Context: an optimization exercise on an open-source flow, tuned for small area, a short achievable clock period and few clock cycles per item. The choices shown serve that exercise and are no tape-out recipe.
Where RTL was checked, it was by simulation tests only, not by an equivalence proof against the original.
Function not checked in run 6: the RTL went through the layout flow alone.

File: design/flow/design.v
package rv32i_types;
    localparam  ROB_ID_SIZE = 4;
    typedef enum bit [2:0] {
        alu_add = 3'b000,
        alu_sll = 3'b001,
        alu_sra = 3'b010,
        alu_sub = 3'b011,
        alu_xor = 3'b100,
        alu_srl = 3'b101,
        alu_or  = 3'b110,
        alu_and = 3'b111
    } alu_ops;
endpackage
module booth_step
(
    input  logic [32:0] x,         
    input  logic [6:0]  ybits,
    input  logic [39:0] lo_in,
    input  logic [23:0] up_in,
    input  logic [1:0]  pend_in,
    output logic [39:0] lo_out,
    output logic [23:0] up_out,
    output logic [1:0]  pend_out
);
    localparam int W = 42;         
    logic [W-1:0] row [0:2];
    logic [W-1:0] op0;
    logic [W-1:0] s1, c1, s2, c2, total;
    logic [23:0]  up_fix;
    always_comb begin
        op0 = {2'b00, lo_in[33:0], 6'b000000};
        for (int i = 0; i < 3; i++) begin
            logic b0, b1, b2, neg, one, two;
            logic [34:0] mag;
            b0 = ybits[2*i];
            b1 = ybits[2*i+1];
            b2 = ybits[2*i+2];
            neg = b2 & ~(b1 & b0);
            one = b1 ^ b0;
            two = (b2 & ~b1 & ~b0) | (~b2 & b1 & b0);
            mag = one ? {{2{x[32]}}, x} : (two ? {x[32], x, 1'b0} : 35'd0);
            if (neg) mag = ~mag;
            row[i] = {{(W-35){mag[34]}}, mag} << (2*i);
            op0[2*i] = neg;
        end
    end
    assign s1 = op0 ^ row[0] ^ row[1];
    assign c1 = ((op0 & row[0]) | (op0 & row[1]) | (row[0] & row[1])) << 1;
    assign s2 = s1 ^ c1 ^ row[2];
    assign c2 = ((s1 & c1) | (s1 & row[2]) | (c1 & row[2])) << 1;
    assign total = s2 + c2;
    assign up_fix   = up_in + {{23{pend_in[1]}}, pend_in[0]};
    assign up_out   = {up_fix[17:0], lo_in[39:34]};
    assign lo_out   = total[39:0];
    assign pend_out = total[41:40];
endmodule : booth_step
module div_steps
(
    input  logic [31:0] r_in,
    input  logic [31:0] q_in,
    input  logic [32:0] bal_in,
    output logic [31:0] r_out,
    output logic [31:0] q_out,
    output logic [32:0] bal_out
);
    always_comb begin
        logic [31:0] r, q;
        logic [32:0] bal;
        logic [33:0] d;
        r   = r_in;
        q   = q_in;
        bal = bal_in;
        for (int i = 0; i < 2; i++) begin
            d = {2'b00, r} - {1'b0, bal};
            q = {q[30:0], ~d[33]};
            if (!d[33]) r = d[31:0];
            bal = {1'b0, bal[32:1]};
        end
        r_out   = r;
        q_out   = q;
        bal_out = bal;
    end
endmodule : div_steps
import rv32i_types::*;
module alu_cmp_unit
(
    input   logic           alu_cmp,
    input   logic   [2:0]   aluop,
    input   logic   [2:0]   cmpop,
    input   logic   [31:0]  a, b,
    output  logic   [31:0]  f
);
    logic        sub;
    logic [31:0] bb, p, g, sum, lg;
    logic [32:0] c;
    logic        eq, lts, ltu, br_en;
    assign sub = alu_cmp | (aluop == alu_sub);
    assign bb  = b ^ {32{sub}};
    assign p   = a ^ bb;
    assign g   = a & bb;
    always_comb begin
        logic [31:0] gg, pp, gn, pn;
        gg = g; pp = p;
        gg[0] = g[0] | (p[0] & sub);
        for (int l = 0; l < 5; l++) begin
            gn = gg; pn = pp;
            for (int i = 0; i < 32; i++) begin
                if ((i >> l) & 1) begin
                    int j;
                    j = ((i >> l) << l) - 1;
                    gn[i] = gg[i] | (pp[i] & gg[j]);
                    pn[i] = pp[i] & pp[j];
                end
            end
            gg = gn; pp = pn;
        end
        c[0] = sub;
        for (int i = 0; i < 32; i++) c[i+1] = gg[i];
    end
    assign sum = p ^ c[31:0];
    assign eq  = &p;                  
    assign ltu = ~c[32];
    assign lts = (a[31] ^ b[31]) ? a[31] : sum[31];
    assign br_en = (cmpop[2] ? (cmpop[1] ? ltu : lts) : eq) ^ cmpop[0];
    always_comb begin
        case (aluop[1:0])
            2'b00:   lg = p;          
            2'b10:   lg = p | g;      
            default: lg = g;          
        endcase
    end
    logic [31:0] sh_out, sr_in;
    logic [32:0] sr;
    logic        sh_left;
    assign sh_left = (aluop == alu_sll);
    always_comb begin
        for (int i = 0; i < 32; i++) sr_in[i] = sh_left ? a[31-i] : a[i];
    end
    assign sr = signed'({(aluop == alu_sra) & a[31], sr_in}) >>> b[4:0];
    always_comb begin
        for (int i = 0; i < 32; i++) sh_out[i] = sh_left ? sr[31-i] : sr[i];
    end
    always_comb begin
        if (alu_cmp) f = {31'd0, br_en};
        else begin
            case (aluop)
                alu_add, alu_sub: f = sum;
                alu_sll, alu_sra, alu_srl: f = sh_out;
                default: f = lg;
            endcase
        end
    end
endmodule : alu_cmp_unit
import rv32i_types::*;
module exec_unit_top
(
    input  logic        clk,
    input  logic        rst,
    input  logic        branch_mispredict,
    input  logic        in_valid,
    input  logic [6:0]  opcode,
    input  logic [6:0]  funct7,
    input  logic [2:0]  funct3,
    input  logic        alu_cmp,
    input  logic [2:0]  aluop,
    input  logic [2:0]  cmpop,
    input  logic [31:0] rs1_v,
    input  logic [31:0] rs2_v,
    input  logic [3:0]  rob_id_dest,
    output logic        ready,
    output logic [3:0]  rob_id,
    output logic [31:0] rd_data
);
    logic is_m, is_mul, is_div;
    assign is_m   = (opcode == 7'b0110011) && (funct7 == 7'b0000001);
    assign is_mul = is_m & ~funct3[2];
    assign is_div = is_m &  funct3[2];
    logic        busy, done;
    logic [3:0]  cnt;
    logic [63:0] acc;      
    logic [1:0]  pend;     
    logic [32:0] bal;      
    logic [31:0] alu_f;
    alu_cmp_unit u_alu (
        .alu_cmp(alu_cmp), .aluop(aluop), .cmpop(cmpop),
        .a(rs1_v), .b(rs2_v), .f(alu_f)
    );
    function automatic logic [4:0] fits(input logic [32:0] v);
        logic [32:0] d;
        d = v ^ {33{v[32]}};       
        for (int k = 1; k <= 5; k++) fits[k-1] = ((d >> (6*k-1)) == 33'd0);
    endfunction
    function automatic logic [6:0] chunk(input logic [32:0] v, input logic [3:0] k);
        logic [36:0] e;
        e = {{3{v[32]}}, v, 1'b0};
        case (k)
            4'd0:    chunk = e[6:0];
            4'd1:    chunk = e[12:6];
            4'd2:    chunk = e[18:12];
            4'd3:    chunk = e[24:18];
            4'd4:    chunk = e[30:24];
            default: chunk = e[36:30];
        endcase
    endfunction
    function automatic logic [6:0] topchunk(input logic [32:0] v, input logic [4:0] f);
        logic [36:0] e;
        e = {{3{v[32]}}, v, 1'b0};
        topchunk = f[0] ? e[6:0] : 7'd0;
        for (int k = 1; k < 5; k++)
            if (f[k] & ~f[k-1]) topchunk = topchunk | e[6*k+6 -: 7];
        if (~f[4]) topchunk = topchunk | e[36:30];
    endfunction
    function automatic logic [3:0] nchunks(input logic [4:0] f);
        nchunks = 4'd6;
        for (int k = 5; k >= 1; k--) if (f[k-1]) nchunks = 4'(k);
    endfunction
    logic        a_sg, b_sg, swap;
    logic [32:0] ax, bx, mx;
    logic [4:0]  fa, fb;
    logic [3:0]  mm;
    logic [6:0]  ya, yb, ybits;
    logic [39:0] lo_n;
    logic [23:0] up_n;
    logic [1:0]  pend_n;
    assign a_sg = (funct3[1:0] != 2'b11);    
    assign b_sg = ~funct3[1];                
    assign ax   = {a_sg & rs1_v[31], rs1_v};
    assign bx   = {b_sg & rs2_v[31], rs2_v};
    assign fa   = fits(ax);
    assign fb   = fits(bx);
    assign swap = |(fa & ~fb);
    assign mx   = swap ? bx : ax;
    assign mm   = swap ? nchunks(fa) : nchunks(fb);
    assign ya    = busy ? chunk(ax, cnt) : topchunk(ax, fa);
    assign yb    = busy ? chunk(bx, cnt) : topchunk(bx, fb);
    assign ybits = swap ? ya : yb;
    booth_step u_booth (
        .x(mx), .ybits(ybits),
        .lo_in(busy ? acc[39:0] : 40'd0), .up_in(busy ? acc[63:40] : 24'd0),
        .pend_in(busy ? pend : 2'd0),
        .lo_out(lo_n), .up_out(up_n), .pend_out(pend_n)
    );
    logic [23:0] up_fin;
    logic [31:0] mul_out;
    assign up_fin  = acc[63:40] + {{23{pend[1]}}, pend[0]};
    assign mul_out = (funct3[1:0] == 2'b00) ? acc[31:0] : {up_fin, acc[39:32]};
    function automatic logic [5:0] clz32(input logic [31:0] v);
        clz32 = 6'd32;
        for (int i = 0; i < 32; i++) if (v[i]) clz32 = 6'(31 - i);
    endfunction
    logic        d_sg, d_rem, bz, bypass;
    logic [31:0] da, db;
    logic [5:0]  lza, lzb;
    logic [5:0]  nq;
    logic [3:0]  c1;           
    logic [32:0] bal0;
    logic [31:0] r_n, q_n, dval, dfix, dbyp, div_out;
    logic [32:0] bal_n;
    logic        dneg;
    assign d_sg  = ~funct3[0];               
    assign d_rem =  funct3[1];               
    assign da    = (d_sg & rs1_v[31]) ? (~rs1_v + 32'd1) : rs1_v;
    assign db    = (d_sg & rs2_v[31]) ? (~rs2_v + 32'd1) : rs2_v;
    assign bz    = (rs2_v == 32'd0);
    assign bypass = bz | (da < db);
    assign lza   = clz32(da);
    assign lzb   = clz32(db);
    assign nq    = lzb - lza;
    assign c1    = nq[4:1];
    assign bal0  = {1'b0, db} << {c1, 1'b1};
    div_steps u_div (
        .r_in(acc[31:0]), .q_in(acc[63:32]), .bal_in(bal),
        .r_out(r_n), .q_out(q_n), .bal_out(bal_n)
    );
    assign dval = d_rem ? r_n : q_n;
    assign dneg = d_sg & (rs1_v[31] ^ (~d_rem & rs2_v[31]));
    assign dfix = dneg ? (~dval + 32'd1) : dval;
    assign dbyp = d_rem ? rs1_v : {32{bz}};
    assign div_out = busy ? dfix : dbyp;
    always_ff @(posedge clk) begin
        if (rst || branch_mispredict) begin
            busy <= 1'b0;
            done <= 1'b0;
        end else if (done) begin
            busy <= 1'b0;
            done <= 1'b0;
        end else if (!busy) begin
            if (in_valid && is_mul) begin
                busy <= 1'b1;
                done <= swap ? fa[0] : fb[0];
            end else if (in_valid && is_div && !bypass) begin
                busy <= 1'b1;
            end
        end else if (is_div) begin
            if (cnt == 4'd0) busy <= 1'b0;
        end else begin
            done <= (cnt == 4'd0);
        end
    end
    always_ff @(posedge clk) begin
        if (!busy) cnt <= is_div ? c1 : (mm - 4'd2);
        else       cnt <= cnt - 4'd1;
        if (is_mul || (!busy && !is_div)) acc <= {up_n, lo_n};
        else if (busy)                    acc <= {q_n, r_n};
        else                              acc <= {32'd0, da};
        pend <= pend_n;
        bal  <= busy ? bal_n : bal0;
    end
    assign ready   = in_valid & (~is_m | (is_mul & done) | (is_div & (bypass | (busy & (cnt == 4'd0)))));
    assign rob_id  = rob_id_dest;
    assign rd_data = is_m ? (is_div ? div_out : mul_out) : alu_f;
endmodule
File: design/flow/run.sh
#!/bin/bash
# synth_recipe.tcl (not shown) runs the flow's synth.tcl, then flattens the netlist and writes it again
# the make line also repeats each setting of config.mk as NAME=value (left out here)
make -C /OpenROAD-flow-scripts/flow DESIGN_CONFIG=/design/flow/config.mk WORK_HOME=/design/flow/orfs CLKGATE_MAP_FILE= SYNTH_SCRIPT=/design/flow/synth_recipe.tcl finish
File: design/flow/config.mk
export PLATFORM = sky130hd
export DESIGN_NAME = exec_unit_top
export DESIGN_NICKNAME = exec_unit_top
export VERILOG_FILES = /design/flow/design.v
export SDC_FILE = /design/flow/constraint.sdc
export NUM_CORES = 4
export LEC_CHECK = 0
export ABC_AREA = 1
export CAP_MARGIN = 20
export CORE_MARGIN = 2
export CORE_UTILIZATION = 40
export SETUP_SLACK_MARGIN = 1.5
export SLEW_MARGIN = 20
File: design/flow/constraint.sdc
create_clock -name core_clock -period 12.0 [get_ports {clk}]
set_input_delay 2.4000 -clock core_clock [delete_from_list [all_inputs] [get_ports {clk}]]
set_output_delay 2.4000 -clock core_clock [all_outputs]
set_load 0.01 [all_outputs]
==> results of run 1 <==
-- cells by family (layout without fill, tap and decap cells) --
kind of cell             count (synthesis)  in the layout  share of synthesized area
AND/OR/NAND/NOR                       1943           1943                     0.2720
XOR/XNOR                               278            278                    0.08403
multiplexers                            12             12                   0.004095
adder cells (fa/ha/maj)                341            341                     0.1664
other                                    0              1                          0
buffers and inverters                  882            970                     0.1158
AO/OA/AOI/OAI                         1495           1495                     0.2859
flip-flops                             105            105                    0.07166
-- metal layers --
layer  share of wire  GRT usage
met5         0.00021          0
met4           0.083     0.2737
met3            0.11    0.08274
met2            0.40     0.5719
met1            0.41     0.5179
-- state kept, by name, summed over array words and instances (netlist names) --
name / count
done: 1
busy: 1
pend: 2
bal: 33
acc: 64
cnt: 4
-- cells in the final DEF (no fill, tap or decap), types with 10 or more instances in the layout --
cell type	synthesis	layout
dfxtp_2	0	11
nand3_1	204	199
o22ai_1	83	83
xnor2_1	74	74
xor2_1	200	198
inv_1	613	602
nand4_1	38	38
a21oi_1	358	347
or2_2	20	20
a21boi_2	0	11
fa_1	82	82
o21ai_0	752	707
dfxtp_1	105	92
ha_1	259	252
o21ai_2	2	28
nor2_4	4	11
o31ai_1	18	18
nand2_2	7	18
dlymetal6s2s_1	0	16
o21a_1	10	10
o21bai_1	18	16
clkinv_1	14	14
o221ai_1	37	36
o21ai_1	37	54
nor3_1	38	33
o2111ai_1	13	13
a211oi_1	16	15
nor2_1	424	411
clkdlybuf4s50_1	0	103
inv_2	19	25
mux2i_1	12	12
nor2_2	14	20
nor4_1	13	11
nand2_1	1161	1149
a31oi_1	28	26
o211ai_1	45	45
buf_4	8	177
-- repair_timing --
item,CTS,global route
setup buffers,21,14
setup endpoints to repair,43,46
gates cloned,0,0
resized for setup,64,160
hold buffers,0,0
pin swaps,9,26
-- final cells by class --
type,instances,area share
Inverter,646,0.07355
Sequential cell,105,0.06400
Antenna cell,1,0.00007543
Multi-Input combinational cell,4069,0.7353
Timing Repair Buffer,308,0.08184
Clock buffer,9,0.006789
Tap cell,959,0.03617
Clock inverter,7,0.002225
-- worst paths after layout --
path	end	cells after the start	from
setup / recovery	ready	20	rs1_v[0]
hold / removal	bal[0]	2	bal[2]
setup reg to reg	acc[38]	44	cnt[1]
hold reg to reg	bal[0]	2	bal[2]
-- metrics by stage --
step / cells / instance area [um2] / util / setup WS, ns
floorplan: 5056 / 29330 / - / 2.015
global placement: 6052 / 32000 / 0.4394 / 0.6264
detailed placement: 6052 / 32000 / 0.4394 / 0.5834
CTS: 6089 / 32610 / 0.4477 / 1.507
global route: 6103 / 33170 / 0.4554 / 1.324
finish: 6104 / 33170 / 0.4555 / 1.680
-- worst reg2reg max path, delay by kind of cell (launching register included) --
family	cells	cell delay, ns
DFF	1	0.40
adders and majority gates	5	1.86
xor gates and xnor gates	1	0.14
and+or+nand+nor	12	1.55
buffers and inverters	6	0.81
AOI/OAI and AO/OA	20	3.31
==> flow_summary.ini, run 1 <==
[cts]
clock_sinks = 105
cts_buffers = 9
cts-htree-levels = 3
clk_latency_ns = 0.42
cts_tree = yes
cts_root_buffer = clkbuf_16
clockBufferDepth = 2
clkTransAtPathRegs_ns = 0.10

[cells_and_area]
area_growth_pct = 13.10
nets = 5576
multi_input_area_um2 = 24390
seq_area_um2 = 2123
drive_above_1_share = 0.08184
nFillCells = 7983

[detailed_routing]
route.final.wire_length_mm = 152.7
via_per_inst = 5.980
vias = 36500
dr.pass1.iters = 6
routedWlPerCell_um = 25.01
drtAntennaViolNets = 0
drc = 0
dr.first_iter.drc_count = 4455

[setup_path]
arrival_ns = 7.92
cp.required_ns = 9.60
critical_path_class = input port to output port
crit_family = buffers and inverters
crit_path_max_fanout = 7
crit_chain = clkdlybuf4s50_1, clkinvlp_4, ha_1, nand4_1, nor3_1, inv_1, nor2_1, a21oi_1, a21oi_1, nand2_1, xor2_1, inv_1, ha_1, nand4_1, o41ai_1, buf_4, nand2_1, o31ai_1, inv_1, clkdlybuf4s50_1
cpMaxStageDelayCell = clkdlybuf4s50_1
worst_setup_path_start_kind = input port
critPathMaxStageDelay_ns = 0.82
worst-r2r-setup-slack_ns = 3.81
setup.worst_path.end_class = output port
crit_top_cell = inv_1
path_buf_inv = 7

[timing]
skew_ns = 0.02891
max_freq_ghz = 0.09690
worst_pin_slew_ns = 1.202
setup_tns_ns = 0
slew_viol_final = 0
hold_viol = 0
whs_ns = 0.5218
finalCriticalPeriod_ns = 10.32
slew_headroom = 0.1954
final.period_utilization = 0.8600
rsz0062_at_grt = yes
finalSetupViolCount = 0

[synth]
synth_nets = 5493
netlist_top_cells_count = nand2_1, o21ai_0, inv_1
synth.top_cell.area_share = 0.1486
synth.distinct_cells = 67
synthFlopType = dfxtp_1
async_flop_share = 0
postSynthAreaPerCell_um2 = 5.801
yosys.area.top_type = nand2_1
ys_warn_count = 5
synthTopCellsByArea = nand2_1, o21ai_0, ha_1
synth.ff_latch_count = 105
syn_area_um2 = 29330
ys_seq_area_frac = 0.07166
post-synth-top-count-cell = nand2_1
synth-edff-count = 0
netlist_instances = 5056

[global_route]
grt_max_degree = 81
antenna_found_initial = 5
overflow = 0
grt_pass1_vias = 33300
grt_pass1_wl_mm = 220.1
grt_usage = 0.3935

[floorplan]
dieHeight_um = 274.8
num_rows = 99
start_util = 0.4027
die-area_um2 = 75510
io_pins = 133
fp.coreArea_um2 = 72830
die_w_um = 274.8

[job]
cap_violations = 0

[place]
hpwl_mm = 123.8
numPortBuffers = 124
place.gp.congestion = 1.089

[run_status]
outcome = complete, no violations

[worst_hold_path]
worst_hold_path_type = flip-flop to flip-flop
Testbench counts, summed over its fixed seeds: cycles 10,517, items 5,600.
==> run 2: changes to the inputs <==
--- a/design/flow/config.mk
+++ b/design/flow/config.mk
@@ -10,4 +10,4 @@
 export CORE_MARGIN = 2
 export CORE_UTILIZATION = 40
-export SETUP_SLACK_MARGIN = 1.5
+export SETUP_SLACK_MARGIN = 2.5
 export SLEW_MARGIN = 20
==> run 2 against run 1 <==
Count of clock-buffer cells in the layout is the same; largest cell class unchanged; highest routed layer unchanged.
==> flow_summary.ini, run 2 <==
[synth]
synth_nets = 5493
synth.distinct_cells = 67
netlist_top_cells_count = nand2_1, o21ai_0, inv_1
synth_xor_xnor_area_share = 0.08403
synth_top_family_by_area = compound AO/OA/AOI/OAI gates
post-synth-top-count-cell = nand2_1
ys_warn_count = 5
synth.ff_latch_count = 105
async_flop_share = 0
synth_compound_gate_area_share = 0.2859
syn_area_um2 = 29330
ys_seq_area_frac = 0.07166
synthAdderAreaFrac = 0.1664
synth.top_cell.area_share = 0.1486
synth_simple_gate_area_frac = 0.2720
yosys.area.top_type = nand2_1
synthFlopType = dfxtp_1
synthTopCellsByArea = nand2_1, o21ai_0, ha_1
synth-edff-count = 0
netlist_instances = 5056
synth.mux.area_fraction = 0.004095
postSynthAreaPerCell_um2 = 5.801

[floorplan]
start_util = 0.4027
io_pins = 133
die_w_um = 274.8
dieHeight_um = 274.8
fp.coreArea_um2 = 72830
num_rows = 99
die-area_um2 = 75510

[detailed_routing]
route.final.wire_length_mm = 156.5
dr.pass1.iters = 9
drc = 0
drtAntennaViolNets = 0
vias = 37480
routedWlPerCell_um = 25.14
via_per_inst = 6.022
dr.first_iter.drc_count = 4429

[timing]
skew_ns = 0.03195
rsz0062_at_grt = yes
final.period_utilization = 0.7827
worst_pin_slew_ns = 1.116
finalCriticalPeriod_ns = 9.392
setup_tns_ns = 0
slew_headroom = 0.2481
whs_ns = 0.5094
finalSetupViolCount = 0
max_freq_ghz = 0.1065
slew_viol_final = 0
hold_viol = 0

[place]
numPortBuffers = 124
place_inst = 6051
hpwl_mm = 124.0
place.gp.congestion = 1.105

[global_route]
grt_usage = 0.3966
grt_pass1_wl_mm = 222.0
antenna_found_initial = 4
overflow = 0
grt_max_degree = 77
grt_pass1_vias = 33880

[setup_path]
cp.required_ns = 9.60
worst_setup_path_start_kind = input port
setup.worst_path.end_class = output port
worstRegToRegCells = 43
crit_path_max_fanout = 22
arrival_ns = 6.99
critical_path_class = input port to output port

[cells_and_area]
top_regs = acc (64), bal (33), cnt (4)
layout.cells.non_filler = 6224
nets = 5695
area_growth_pct = 21.39
nFillCells = 7837
largest-register = acc
largest_reg_flops = 64
final_core_util = 0.4889
final_common_cell = nand2_1
most-common-layout-cells = nand2_1, o21ai_0, inv_1
drive_above_1_share = 0.1607

[worst_hold_path]
worst_hold_path_type = flip-flop to flip-flop
hold_depth = 2

[cts]
cts_hold_buffers = 0
cts_tree = yes
clockBufferDepth = 2
clkTransAtPathRegs_ns = 0.09
cts_buffers = 9
clock_sinks = 105
clk_latency_ns = 0.43
cts_root_buffer = clkbuf_16
cts-htree-levels = 3

[job]
cap_violations = 0

[run_status]
outcome = complete, no violations
==> run 2: final timing paths <==
| check | from | endpoint | slack, ns |
|---|---|---|---|
| setup / recovery | aluop[1] | rd_data[0] | 2.61 |
| hold / removal | bal[2] | bal[0] | 0.51 |
| setup reg to reg | cnt[1] | pend[1] | 3.77 |
| hold reg to reg | bal[2] | bal[0] | 0.51 |
==> run 2: cells by family after synthesis <==
logic type | after synthesis
and+or+nand+nor | 1943
AOI/OAI and AO/OA | 1495
buffers and inverters | 882
adders and majority gates | 341
xor gates and xnor gates | 278
DFF | 105
muxes | 12
==> run 2: worst max-delay path, stage by stage <==
cell,delay (ns)
clkdlybuf4s50_1,0.48
a31oi_4,0.19
buf_12,0.16
buf_8,0.26
xor2_1,0.40
inv_1,0.08
ha_1,0.35
a21oi_1,0.22
o31ai_1,0.12
a211oi_1,0.32
o21ai_2,0.15
a21oi_1,0.20
o21ai_0,0.12
xor2_1,0.18
buf_4,0.16
o21ai_1,0.18
nand3_1,0.10
o41ai_1,0.09
xnor2_1,0.16
a21oi_1,0.08
nand2_1,0.06
o21ai_0,0.13
dlygate4sd2_1,0.35
==> run 2: per-layer routing <==
metal / GRT usage / vias to the layer above / part of all wire
li1: - / 17310 / -
met1: 0.5179 / 17490 / 0.40
met2: 0.5855 / 2182 / 0.41
met3: 0.08004 / 494 / 0.11
met4: 0.2730 / 4 / 0.083
met5: 0 / - / 0.00023
==> run 2: timing repair <==
action / 4_1_cts / 5_1_grt
gates resized for setup: 380 / 474
setup endpoints to repair: 54 / 49
cloned: 2 / 5
buffers inserted: 68 / 80
pin swaps: 75 / 147
==> run 2: area by class of cell <==
cell class                      count  area, um2  area share
Clock inverter                      7      81.33    0.002284
Clock buffer                        9      225.2    0.006325
Timing Repair Buffer              424       3620      0.1017
Antenna cell                        2      5.005   0.0001406
Inverter                          646       2512     0.07056
Tap cell                          959       1200     0.03370
Multi-Input combinational cell   4070      25770      0.7237
Sequential cell                   105       2180     0.06121
Timing Repair inverter              2      15.01   0.0004217
==> run 2: per-stage QoR <==
| stage | worst slack [ns] | instance area [um2] |
|---|---|---|
| floorplan | 2.515 | 29400 |
| global placement | 0.7819 | 32050 |
| detailed placement | 0.6977 | 32060 |
| CTS | 2.328 | 33810 |
| global route | 2.237 | 35600 |
| finish | 2.608 | 35610 |
==> run 3: changes to the inputs <==
--- a/design/flow/config.mk
+++ b/design/flow/config.mk
@@ -9,5 +9,5 @@
 export CAP_MARGIN = 20
 export CORE_MARGIN = 2
-export CORE_UTILIZATION = 40
-export SETUP_SLACK_MARGIN = 2.5
+export CORE_UTILIZATION = 50
+export SETUP_SLACK_MARGIN = 2
 export SLEW_MARGIN = 20
==> run 3 against run 2 <==
Still clean on timing, DRC and antenna; non-clock buffer count shrank 74; setup slack lost 0.71 ns; register-to-register slack lost 0.17 ns; critical path depth shrank 3.
==> flow_summary.ini, run 3 <==
[global_route]
grt.met1_usage = 0.5894
grt-busiest-layer = met2
grt_max_degree = 69
grt_pass1_wl_mm = 217.2
grt_pass1_vias = 33780
use_met2 = 0.7027
overflow = 0
grt_usage = 0.4848
grtUsageMet3 = 0.1362
antenna_found_initial = 7

[cells_and_area]
nFillCells = 5818
seq_area_um2 = 2151
most-common-layout-cells = nand2_1, o21ai_0, inv_1
largest-register = acc
final_common_cell = nand2_1
layout.cells.non_filler = 5957
top_regs = acc (64), bal (33), cnt (4)
nets = 5622
largest_reg_flops = 64
multi_input_area_um2 = 25280
area_growth_pct = 17.26
drive_above_1_share = 0.1216

[synth]
synth.ff_latch_count = 105
synthFlopType = dfxtp_1
synth_nets = 5493
synth.distinct_cells = 67
syn_area_um2 = 29330
ys_seq_area_frac = 0.07166
ys_warn_count = 5
async_flop_share = 0
synthTopCellsByArea = nand2_1, o21ai_0, ha_1
postSynthAreaPerCell_um2 = 5.801
synth-edff-count = 0
netlist_top_cells_count = nand2_1, o21ai_0, inv_1
synth.top_cell.area_share = 0.1486
post-synth-top-count-cell = nand2_1
yosys.area.top_type = nand2_1
netlist_instances = 5056

[cts]
clkTransAtPathRegs_ns = 0.09
cts_tree = yes
clockBufferDepth = 2
cts_hold_buffers = 0
cts_root_buffer = clkbuf_16
clock_sinks = 105
clk_latency_ns = 0.40
cts-htree-levels = 3
cts_buffers = 9

[setup_path]
cp.required_ns = 9.60
crit_path_start = aluop[0]
timing.rr.end = pend[1]
endpoint = rd_data[26]
arrival_ns = 7.70
worstRegToRegCells = 41
crit_path_max_fanout = 15
r2r_start = cnt[1]
worst-r2r-setup-slack_ns = 3.60
setup.worst_path.end_class = output port
worst_setup_path_start_kind = input port
critical_path_class = input port to output port

[floorplan]
die_w_um = 246.2
num_rows = 88
dieHeight_um = 246.2
start_util = 0.5074
io_pins = 133
die-area_um2 = 60620
fp.coreArea_um2 = 57810

[detailed_routing]
vias = 37760
route.final.wire_length_mm = 153.6
drtAntennaViolNets = 0
routedWlPerCell_um = 25.78
via_per_inst = 6.339
drc = 0
dr.first_iter.drc_count = 5019
dr.pass1.iters = 9

[worst_hold_path]
hold_start = bal[2]
worst_hold_path_type = flip-flop to flip-flop
hold_depth = 2

[timing]
rsz0062_at_grt = yes
max_freq_ghz = 0.09897
setup_tns_ns = 0
skew_ns = 0.02164
hold_viol = 0
slew_headroom = 0.1693
whs_ns = 0.4678
slew_viol_final = 0
worst_pin_slew_ns = 1.233
finalCriticalPeriod_ns = 10.10
final.period_utilization = 0.8420
finalSetupViolCount = 0

[place]
numPortBuffers = 124
hpwl_mm = 119.3
place_inst = 5845
place.gp.congestion = 1.133

[run_status]
outcome = complete, no violations

[job]
cap_violations = 0
-- run 3: cell counts after synthesis --
No cell type changed its count.
-- run 3: routing by layer --
| layer | share of wire | wire, um |
|---|---|---|
| met1 | 0.36 | 55460 |
| met2 | 0.40 | 61720 |
| met3 | 0.13 | 20420 |
| met4 | 0.10 | 15930 |
| met5 | 0.00047 | 72 |
-- run 3: logic make-up after synthesis --
family | count (synthesis) | synth area share
XOR/XNOR | 278 | 0.08403
flip-flops | 105 | 0.07166
AND/OR/NAND/NOR | 1943 | 0.2720
adder cells (fa/ha/maj) | 341 | 0.1664
AO/OA/AOI/OAI | 1495 | 0.2859
multiplexers | 12 | 0.004095
buffers and inverters | 882 | 0.1158
-- run 3: metrics by stage --
| step | util | instance area, um2 | worst slack, ns |
|---|---|---|---|
| final | 0.5950 | 34400 | 1.895 |
| after CTS | 0.5704 | 32970 | 1.968 |
| after floorplan | - | 29330 | 2.015 |
| after global routing | 0.5950 | 34390 | 1.647 |
| after detailed placement | 0.5477 | 31660 | 0.5407 |
| after global placement | 0.5477 | 31660 | 0.5642 |
-- run 3: layout make-up --
| type | count | area share |
|---|---|---|
| timing repair buffer | 350 | 0.09331 |
| timing repair inverter | 2 | 0.0003638 |
| clock inverter | 7 | 0.002546 |
| clock buffer | 9 | 0.006548 |
| antenna | 2 | 0.0001455 |
| inverter | 646 | 0.07170 |
| multi-input combinational | 4071 | 0.7350 |
| tap | 765 | 0.02783 |
| sequential | 105 | 0.06253 |
-- run 3: worst min path at each step --
stage                          to  slack (ns)
after floorplan           bal[25]        0.43
after global placement    bal[27]        0.45
after detailed placement  bal[27]        0.46
after CTS                 bal[27]        0.46
after global routing       bal[0]        0.49
final                      bal[0]        0.47
-- run 3: repair_timing --
item | in CTS | in global routing
endpoints found under the setup margin | 49 | 48
gates cloned | 4 | 3
pin swaps | 28 | 53
gates resized for setup | 220 | 327
setup buffers | 37 | 50
-- run 3: worst max-delay path: stages --
cell and delay [ns]:
clkdlybuf4s50_1 0.64, inv_1 0.10, nor2_1 0.35, inv_1 0.31, nor2_2 0.65, nand2_1 0.08
o21ai_0 0.10, inv_1 0.08, nand2_1 0.05, o21ai_0 0.10, o21ai_0 0.27, o21ai_0 0.24
mux2i_1 0.48, a211oi_2 0.24, o22ai_1 0.48, a311oi_1 0.10, a211oi_1 0.27, a21oi_1 0.07
nand2_1 0.12, clkdlybuf4s50_1 0.56
==> run 4: changes to the inputs <==
--- a/design/flow/config.mk
+++ b/design/flow/config.mk
@@ -9,5 +9,5 @@
 export CAP_MARGIN = 20
 export CORE_MARGIN = 2
-export CORE_UTILIZATION = 50
+export CORE_UTILIZATION = 30
 export SETUP_SLACK_MARGIN = 2
 export SLEW_MARGIN = 20
==> run 4 against run 3 <==
Count of clock-buffer cells in the layout is the same; via count shrank 2.3%; largest cell class unchanged; global-route usage shrank 19 points; clock skew grew 0.0088 ns; utilization shrank 23 points; setup slack gained 0.21 ns; sequential share of layout area shrank 0.18 points; sequential cell count is the same; still clean; register-to-register slack gained 0.26 ns.
==> flow_summary.ini, run 4 <==
[timing]
skew_ns = 0.03040
finalSetupViolCount = 0
worst_pin_slew_ns = 1.187
slew_headroom = 0.2075
finalCriticalPeriod_ns = 9.893
max_freq_ghz = 0.1011
slew_viol_final = 0
rsz0062_at_grt = yes
setup_tns_ns = 0
hold_viol = 0
final.period_utilization = 0.8244

[detailed_routing]
routedWlPerCell_um = 23.95
drtAntennaViolNets = 0
drc = 0
vias = 36890
via_per_inst = 5.690
dr.pass1.iters = 8
route.final.wire_length_mm = 155.3
dr.first_iter.drc_count = 4620

[cells_and_area]
drive_above_1_share = 0.1269
nFillCells = 10600
largest_reg_flops = 64
fin_area_um2 = 35370
largest-register = acc
nets = 5639
seq_area_um2 = 2148
top_regs = acc (64), bal (33), cnt (4)
area_growth_pct = 20.59
multi_input_area_um2 = 25400
final_common_cell = nand2_1
most-common-layout-cells = nand2_1, o21ai_0, inv_1

[synth]
netlist_instances = 5056
post-synth-top-count-cell = nand2_1
synthFlopType = dfxtp_1
synth.top_cell.area_share = 0.1486
synthTopCellsByArea = nand2_1, o21ai_0, ha_1
synth.distinct_cells = 67
synth-edff-count = 0
yosys.area.top_type = nand2_1
postSynthAreaPerCell_um2 = 5.801
syn_area_um2 = 29330
netlist_top_cells_count = nand2_1, o21ai_0, inv_1
synth_nets = 5493
ys_seq_area_frac = 0.07166
async_flop_share = 0
ys_warn_count = 5
synth.ff_latch_count = 105

[floorplan]
dieHeight_um = 316.7
start_util = 0.3029
die_w_um = 316.7
num_rows = 114
die-area_um2 = 100300
io_pins = 133
fp.coreArea_um2 = 96850

[place]
dpl-instance-area_um2 = 32470
numPortBuffers = 124
place.gp.congestion = 1.091
hpwl_mm = 124.2

[global_route]
antenna_found_initial = 5
overflow = 0
grt_pass1_vias = 34100
grt_max_degree = 103
grt_pass1_wl_mm = 222.9
grt_usage = 0.2990

[cts]
clock_sinks = 105
clkTransAtPathRegs_ns = 0.09
cts_buffers = 9
cts_root_buffer = clkbuf_16
clk_latency_ns = 0.41
clockBufferDepth = 2
cts_tree = yes
cts_hold_buffers = 0
cts-htree-levels = 3

[setup_path]
arrival_ns = 7.49
critPathMaxStageDelay_ns = 0.60
critical_path_class = flip-flop to output port
setup.worst_path.end_class = output port
cp.required_ns = 9.60
crit_path_max_fanout = 14
crit_top_cell = nand2_1
cpMaxStageDelayCell = clkdlybuf4s50_1
worst_setup_path_start_kind = flip-flop

[job]
cap_violations = 0

[worst_hold_path]
worst_hold_path_type = flip-flop to flip-flop

[run_status]
outcome = complete, no violations
==> run 4: cell counts after synthesis <==
No cell type changed its count.
==> run 4: cells by family after synthesis <==
family          share of synthesized area
mux                              0.004095
flops                             0.07166
fa+ha+maj                          0.1664
compound gates                     0.2859
simple gates                       0.2720
buf+inv                            0.1158
xor+xnor                          0.08403
==> run 4: metrics by stage <==
stage	hold slack (ns)	utilization	worst slack, ns	std cells
after CTS	0.5219	0.3472	1.990	6427
after floorplan	0.4258	-	2.015	5056
after global placement	0.4962	0.3351	0.5660	6375
final	0.4969	0.3652	2.107	6484
after detailed placement	0.4946	0.3352	0.5051	6375
after global routing	0.5180	0.3652	1.787	6483
==> run 4: routing by layer <==
layer,up-vias,track usage,wire length (um)
met5,-,0,26
met4,4,0.2171,13710
met3,508,0.05304,15730
met2,2159,0.4506,64370
met1,17000,0.3827,61470
li1,17230,-,-
==> run 4: final cells by class <==
type	instances	area share
repair inverters	2	0.0004245
diodes	1	0.00007075
inverters	646	0.07018
well taps	1276	0.04514
flip-flops and latches	105	0.06074
clock buffers	9	0.006367
clock inverters	7	0.002441
repair buffers	365	0.09661
multi-input cells	4073	0.7180
==> run 4: path summary, 6_finish.rpt <==
kind / to / from / cells after the start / slack [ns]
max: rd_data[31] / bal[31] / 41 / 2.11
min: bal[0] / bal[2] / 2 / 0.50
max reg2reg: pend[1] / cnt[1] / 45 / 3.86
min reg2reg: bal[0] / bal[2] / 2 / 0.50
==> run 4: what timing repair did <==
item	CTS	global route
endpoints found under the setup margin	49	46
resized for setup	203	377
cloned	6	4
pin swaps	25	87
buffers inserted	30	51
==> run 4: worst max-delay path, delay by kind of cell, from the launching register on <==
kind,cells,cell delay [ns]
AOI/OAI and AO/OA,12,1.90
adders and majority gates,2,0.69
and+or+nand+nor,20,2.48
buffers and inverters,7,1.63
DFF,1,0.36
==> run 5: changes to the inputs <==
--- a/design/flow/config.mk
+++ b/design/flow/config.mk
@@ -9,5 +9,5 @@
 export CAP_MARGIN = 20
 export CORE_MARGIN = 2
-export CORE_UTILIZATION = 30
+export CORE_UTILIZATION = 40
 export SETUP_SLACK_MARGIN = 2
 export SLEW_MARGIN = 20
==> run 5 against run 4 <==
Utilization increased by 11 points; non-clock buffer count decreased by 6; area after synthesis unchanged; wire length decreased by 0.63%.
==> flow_summary.ini, run 5 <==
[run_status]
outcome = complete, no violations

[cells_and_area]
largest_reg_flops = 64
most-common-layout-cells = nand2_1, o21ai_0, inv_1
area_growth_pct = 16.92
nets = 5627
drive_above_1_share = 0.1174
largest-register = acc
layout.cells.non_filler = 6155
top_regs = acc (64), bal (33), cnt (4)
final_common_cell = nand2_1

[setup_path]
arrival_ns = 7.56
setup.worst_path.end_class = output port
cp.required_ns = 9.60
r2r_start = cnt[1]
worst_setup_path_start_kind = input port
crit_path_max_fanout = 26
critical_path_class = input port to output port
crit_path_start = rs2_v[1]

[floorplan]
fp.coreArea_um2 = 72830
die-area_um2 = 75510
io_pins = 133
num_rows = 99
start_util = 0.4027
die_w_um = 274.8
dieHeight_um = 274.8

[synth]
synth.ff_latch_count = 105
synth.distinct_cells = 67
syn_area_um2 = 29330
postSynthAreaPerCell_um2 = 5.801
netlist_top_cells_count = nand2_1, o21ai_0, inv_1
netlist_instances = 5056
ys_seq_area_frac = 0.07166
post-synth-top-count-cell = nand2_1
synth-edff-count = 0
synth_nets = 5493
synth.top_cell.area_share = 0.1486
yosys.area.top_type = nand2_1
synthTopCellsByArea = nand2_1, o21ai_0, ha_1
synthFlopType = dfxtp_1
async_flop_share = 0
ys_warn_count = 5

[detailed_routing]
dr.pass1.iters = 7
routedWlPerCell_um = 25.07
drtAntennaViolNets = 0
route.final.wire_length_mm = 154.3
vias = 37050
dr.first_iter.drc_count = 4393
drc = 0
via_per_inst = 6.019

[global_route]
grt.met1_usage = 0.5191
grtUsageMet3 = 0.08065
grt_pass1_vias = 33610
grt_pass1_wl_mm = 221.0
antenna_found_initial = 3
grt_usage = 0.3950
overflow = 0
grt-busiest-layer = met2
use_met2 = 0.5733
grt_max_degree = 81

[timing]
worst_pin_slew_ns = 1.162
setup_tns_ns = 0
slew_viol_final = 0
max_freq_ghz = 0.1004
hold_viol = 0
finalCriticalPeriod_ns = 9.964
finalSetupViolCount = 0
rsz0062_at_grt = no
slew_headroom = 0.2168
final.period_utilization = 0.8304
skew_ns = 0.02703

[cts]
clkTransAtPathRegs_ns = 0.10
cts_buffers = 9
clk_latency_ns = 0.42
cts-htree-levels = 3
clockBufferDepth = 2
cts_tree = yes
clock_sinks = 105
cts_root_buffer = clkbuf_16

[job]
cap_violations = 0

[worst_hold_path]
hold_start = bal[2]
worst_hold_path_type = flip-flop to flip-flop

[place]
numPortBuffers = 124
place.gp.congestion = 1.089
place_inst = 6052
hpwl_mm = 123.8
run 5: cell counts after synthesis:
Identical to the previous run, type by type.
run 5: cell type report:
| cell class | count | area (um2) |
|---|---|---|
| multi-input combinational | 4069 | 25060 |
| tap | 959 | 1200 |
| clock inverter | 7 | 73.82 |
| timing repair buffer | 359 | 3108 |
| fill | 7859 | 38540 |
| antenna | 1 | 2.502 |
| sequential | 105 | 2171 |
| clock buffer | 9 | 225.2 |
| inverter | 646 | 2455 |
run 5: cells by family (layout without fill, tap and decap cells):
kind of cell	count (synthesis)	count (layout)	share of synthesized area
xor+xnor	278	278	0.08403
fa+ha+maj	341	341	0.1664
buf+inv	882	1021	0.1158
mux	12	12	0.004095
compound gates	1495	1495	0.2859
simple gates	1943	1943	0.2720
flops	105	105	0.07166
other cells	0	1	0
run 5: routing by layer:
layer  up-vias  part of all wire
met5         -           0.00014
met4         4             0.084
met3       477              0.10
met2      2139              0.40
met1     17220              0.41
li1      17200                 -
run 5: worst paths after layout:
path	to	slack, ns	depth (start not counted)
max	rd_data[3]	2.04	19
min	bal[0]	0.48	2
max reg2reg	acc[38]	4.00	44
min reg2reg	bal[0]	0.48	2
run 5: repair_timing:
| item | in CTS | in global routing |
|---|---|---|
| gates resized for setup | 205 | 290 |
| endpoints found under the hold margin | 0 | 0 |
| hold buffers | 0 | 0 |
| cloned | 0 | 1 |
| setup buffers | 37 | 48 |
| pin swaps | 22 | 54 |
| endpoints found under the setup margin | 48 | 47 |
run 5: critical path: stages:
cell,delay [ns]
clkdlybuf4s50_1,0.46
clkinvlp_4,0.18
ha_1,0.20
nand2_2,0.12
inv_2,0.11
nand3_2,0.12
nor3_4,0.25
buf_4,0.14
buf_4,0.09
buf_4,0.09
nand4_1,0.11
nor4_1,0.82
nand2_1,0.85
o21ai_0,0.34
nand2_1,0.08
a31oi_1,0.18
o21ai_1,0.21
o21ai_0,0.21
clkdlybuf4s50_1,0.58
run 5: through the flow:
step | utilization | setup slack, ns | hold slack, ns | cell area, um2
floorplan | - | 2.015 | 0.4258 | 29330
global placement | 0.4394 | 0.6264 | 0.5062 | 32000
detailed placement | 0.4394 | 0.5834 | 0.5181 | 32000
CTS | 0.4532 | 1.927 | 0.5160 | 33010
global route | 0.4708 | 1.924 | 0.4946 | 34290
finish | 0.4709 | 2.036 | 0.4849 | 34300
==> run 6: changes to the inputs <==
--- a/design/flow/design.v
+++ b/design/flow/design.v
@@ -82,4 +82,29 @@
     end
 endmodule : div_steps
+module div_steps_small
+(
+    input  logic [3:0]  r_in,
+    input  logic [31:0] q_in,
+    input  logic [3:0]  b,
+    output logic [3:0]  r_out,
+    output logic [31:0] q_out
+);
+    always_comb begin
+        logic [3:0]  r;
+        logic [31:0] q;
+        logic [4:0]  rp;
+        logic [5:0]  d;
+        r = r_in;
+        q = q_in;
+        for (int i = 0; i < 4; i++) begin
+            rp = {r, q[31]};
+            d  = {1'b0, rp} - {2'b00, b};
+            q  = {q[30:0], ~d[5]};
+            r  = d[5] ? rp[3:0] : d[3:0];
+        end
+        r_out = r;
+        q_out = q;
+    end
+endmodule : div_steps_small
 import rv32i_types::*;
 module alu_cmp_unit
@@ -181,4 +206,5 @@
     logic [1:0]  pend;     
     logic [32:0] bal;      
+    logic        dsmall;   
     logic [31:0] alu_f;
     alu_cmp_unit u_alu (
@@ -269,9 +295,16 @@
     assign c1    = nq[4:1];
     assign bal0  = {1'b0, db} << {c1, 1'b1};
+    logic        use_small;
+    logic [3:0]  r_s;
+    logic [31:0] q_s;
+    assign use_small = (db[31:4] == 28'd0) & nq[4];
+    div_steps_small u_div_small (
+        .r_in(acc[3:0]), .q_in(acc[63:32]), .b(bal[3:0]), .r_out(r_s), .q_out(q_s)
+    );
     div_steps u_div (
         .r_in(acc[31:0]), .q_in(acc[63:32]), .bal_in(bal),
         .r_out(r_n), .q_out(q_n), .bal_out(bal_n)
     );
-    assign dval = d_rem ? r_n : q_n;
+    assign dval = dsmall ? (d_rem ? {28'd0, r_s} : q_s) : (d_rem ? r_n : q_n);
     assign dneg = d_sg & (rs1_v[31] ^ (~d_rem & rs2_v[31]));
     assign dfix = dneg ? (~dval + 32'd1) : dval;
@@ -299,11 +332,12 @@
     end
     always_ff @(posedge clk) begin
-        if (!busy) cnt <= is_div ? c1 : (mm - 4'd2);
+        if (!busy) cnt <= is_div ? (use_small ? 4'd7 : c1) : (mm - 4'd2);
         else       cnt <= cnt - 4'd1;
         if (is_mul || (!busy && !is_div)) acc <= {up_n, lo_n};
-        else if (busy)                    acc <= {q_n, r_n};
-        else                              acc <= {32'd0, da};
+        else if (busy)                    acc <= dsmall ? {q_s, 28'd0, r_s} : {q_n, r_n};
+        else                              acc <= use_small ? {da, 32'd0} : {32'd0, da};
         pend <= pend_n;
-        bal  <= busy ? bal_n : bal0;
+        if (!busy) dsmall <= use_small;
+        bal  <= busy ? (dsmall ? bal : bal_n) : (use_small ? {29'd0, db[3:0]} : bal0);
     end
     assign ready   = in_valid & (~is_m | (is_mul & done) | (is_div & (bypass | (busy & (cnt == 4'd0)))));
==> run 6 against run 5 <==
Register-to-register slack got worse by 0.63 ns; sequential cell count grew 1; wire length up 13%; still clean on timing, DRC and antenna; critical path depth grew 5; non-clock buffer count is 11 higher; cell count rose by 5.2%; area after synthesis grew 6.7%; count of clock-buffer cells in the layout is the same; synthesized cell count up 4.4%; design area is 6.4% higher.
==> flow_summary.ini, run 6 <==
[run_status]
outcome = complete, no violations

[place]
post-place-ws_ns = 0.2889
numPortBuffers = 124
hpwl_mm = 138.9
dpl-instance-area_um2 = 34120
place.gp.congestion = 1.142

[cells_and_area]
largest-register = acc
fin_area_um2 = 36480
nets = 5879
final_common_cell = nand2_1
area_growth_pct = 16.52
nFillCells = 8379
most-common-layout-cells = nand2_1, o21ai_0, inv_1
drive_above_1_share = 0.1246
top_regs = acc (64), bal (33), cnt (4)
final_core_util = 0.4709
largest_reg_flops = 64
seq_area_um2 = 2480
multi_input_area_um2 = 26570

[timing]
skew_ns = 0.01893
slew_headroom = 0.1895
slew_viol_final = 0
rsz0062_at_grt = yes
finalSetupViolCount = 0
setup_tns_ns = 0
hold_viol = 0
final.period_utilization = 0.8308
finalCriticalPeriod_ns = 9.969
fin_ws_ns = 2.031
worst_pin_slew_ns = 1.214
max_freq_ghz = 0.1003

[synth]
synth.top_cell.area_share = 0.1439
synth.distinct_cells = 78
yosys.area.top_type = nand2_1
post-synth-top-count-cell = nand2_1
synthTopCellsByArea = nand2_1, ha_1, o21ai_0
synth.ff_latch_count = 106
netlist_instances = 5280
synth_nets = 5737
syn_area_um2 = 31310
ys_seq_area_frac = 0.07865
async_flop_share = 0
synthFlopType = dfxtp_1
ys_warn_count = 6
netlist_top_cells_count = nand2_1, o21ai_0, inv_1
postSynthAreaPerCell_um2 = 5.929
synth-edff-count = 34

[global_route]
use_met2 = 0.6111
grt.met1_usage = 0.5208
grtUsageMet3 = 0.08834
grt_pass1_wl_mm = 245.5
grt_pass1_vias = 35860
grt-busiest-layer = met2
antenna_found_initial = 6
grt_max_degree = 64
overflow = 0
grt_usage = 0.4110

[worst_hold_path]
worst_hold_path_type = flip-flop to flip-flop

[floorplan]
start_util = 0.4041
io_pins = 133
die-area_um2 = 80520
num_rows = 102
die_w_um = 283.8
fp.coreArea_um2 = 77470
dieHeight_um = 283.8

[setup_path]
setup.worst_path.end_class = output port
arrival_ns = 7.57
cp.required_ns = 9.60
worst_setup_path_start_kind = input port
critical_path_class = input port to output port
crit_path_max_fanout = 9

[detailed_routing]
via_per_inst = 6.146
vias = 39780
dr.pass1.iters = 9
dr.first_iter.drc_count = 5514
routedWlPerCell_um = 26.95
drtAntennaViolNets = 0
route.final.wire_length_mm = 174.4
drc = 0

[cts]
clk_latency_ns = 0.39
cts_root_buffer = clkbuf_16
cts-htree-levels = 3
clock_sinks = 106
clkTransAtPathRegs_ns = 0.09
cts_buffers = 9
clockBufferDepth = 2
cts_tree = yes
cts_hold_buffers = 0

[job]
cap_violations = 0
run 6: critical path, stage by stage:
cell and delay [ns]:
clkdlybuf4s50_1 0.40, buf_4 0.22, inv_2 0.24, ha_1 0.21, inv_1 0.06, nor2_2 0.28, nand2_1 0.09, nor2_1 0.18
nand3_1 0.18, nor3_2 0.18, nand3_1 0.13, o21ai_2 0.21, o21ai_0 0.20, xor2_2 0.26, clkinvlp_4 0.25, ha_1 0.33
nand2_1 0.06, inv_1 0.05, nand3_1 0.10, o41ai_4 0.44, nand2_1 0.17, o31ai_4 0.31, inv_1 0.08, clkdlybuf4s50_1 0.51
run 6: metrics by stage:
step	hold slack, ns	std cells
finish	0.5368	6472
global route	0.5697	6467
CTS	0.5148	6410
detailed placement	0.5098	6365
global placement	0.4872	6365
floorplan	0.4604	5280
run 6: final cells by class:
class	instances	share of cell area
flip-flops and latches	106	0.06798
well taps	1040	0.03567
repair inverters	1	0.0002058
clock buffers	9	0.006174
clock inverters	7	0.001886
diodes	5	0.0003430
multi-input cells	4253	0.7282
inverters	681	0.07144
repair buffers	370	0.08808
run 6: cells by family (layout without fill, tap and decap cells):
group | Yosys count | count (layout) | synth area share
muxes | 17 | 17 | 0.005435
adders and majority gates | 361 | 361 | 0.1649
and+or+nand+nor | 2082 | 2082 | 0.2804
DFF | 106 | 106 | 0.07865
buffers and inverters | 921 | 1068 | 0.1162
AOI/OAI and AO/OA | 1519 | 1519 | 0.2753
other | 0 | 5 | 0
xor gates and xnor gates | 274 | 274 | 0.07917
run 6: metal layers:
metal / part of all wire / vias up / routed length (um)
li1: - / 18100 / -
met1: 0.38 / 18490 / 66940
met2: 0.41 / 2518 / 71700
met3: 0.11 / 666 / 19220
met4: 0.095 / 4 / 16510
met5: 0.00015 / - / 26
run 6: worst paths after layout:
kind,endpoint,cells after the start,from,slack [ns]
max,ready,24,rs1_v[0],2.03
max reg2reg,pend[1],43,cnt[0],3.37
min,cnt[0],1,cnt[0],0.54
min reg2reg,cnt[0],1,cnt[0],0.54
run 6: timing repair:
action / 4_1_cts / 5_1_grt
gates resized for setup: 213 / 274
cloned: 0 / 1
pin swaps: 23 / 75
setup endpoints to repair: 51 / 74
buffers inserted: 29 / 56

[static timing again, ports no longer ideal]
How much do the figures lean on ideal ports? The routed layouts below were timed once more, with nothing changed but the port constraints. Step 1 assumes that a clkbuf_16 drives the clock port and a buf_2 every other input. Step 2, shift: input delay + t, output delay - t, t = (earliest + latest rising clock arrival at the registers) / 2. This alone moves slack from input paths to output paths. Slacks: ideal ports / drivers / drivers and shift; pairs: ideal ports / drivers.
| run | t (ns) | slack for setup (ns) | worst data-port slew with drivers (ns) |
|---|---|---|---|
| run 1 | 0.474 | 1.680 / 1.657 / 1.475 | 0.06 |
| run 2 | 0.471 | 2.608 / 2.586 / 2.197 | 0.13 |
| run 3 | 0.454 | 1.895 / 1.872 / 1.854 | 0.07 |
| run 4 | 0.465 | 2.107 / 2.041 / 1.892 | 0.16 |
| run 5 | 0.476 | 2.036 / 2.012 / 1.904 | 0.06 |
| run 6 | 0.450 | 2.031 / 2.006 / 1.792 | 0.07 |
After both steps every run listed still meets setup and hold. The setup slack of run 2, which loses most, moves by -0.022 ns with the drivers and by -0.411 ns with both steps.
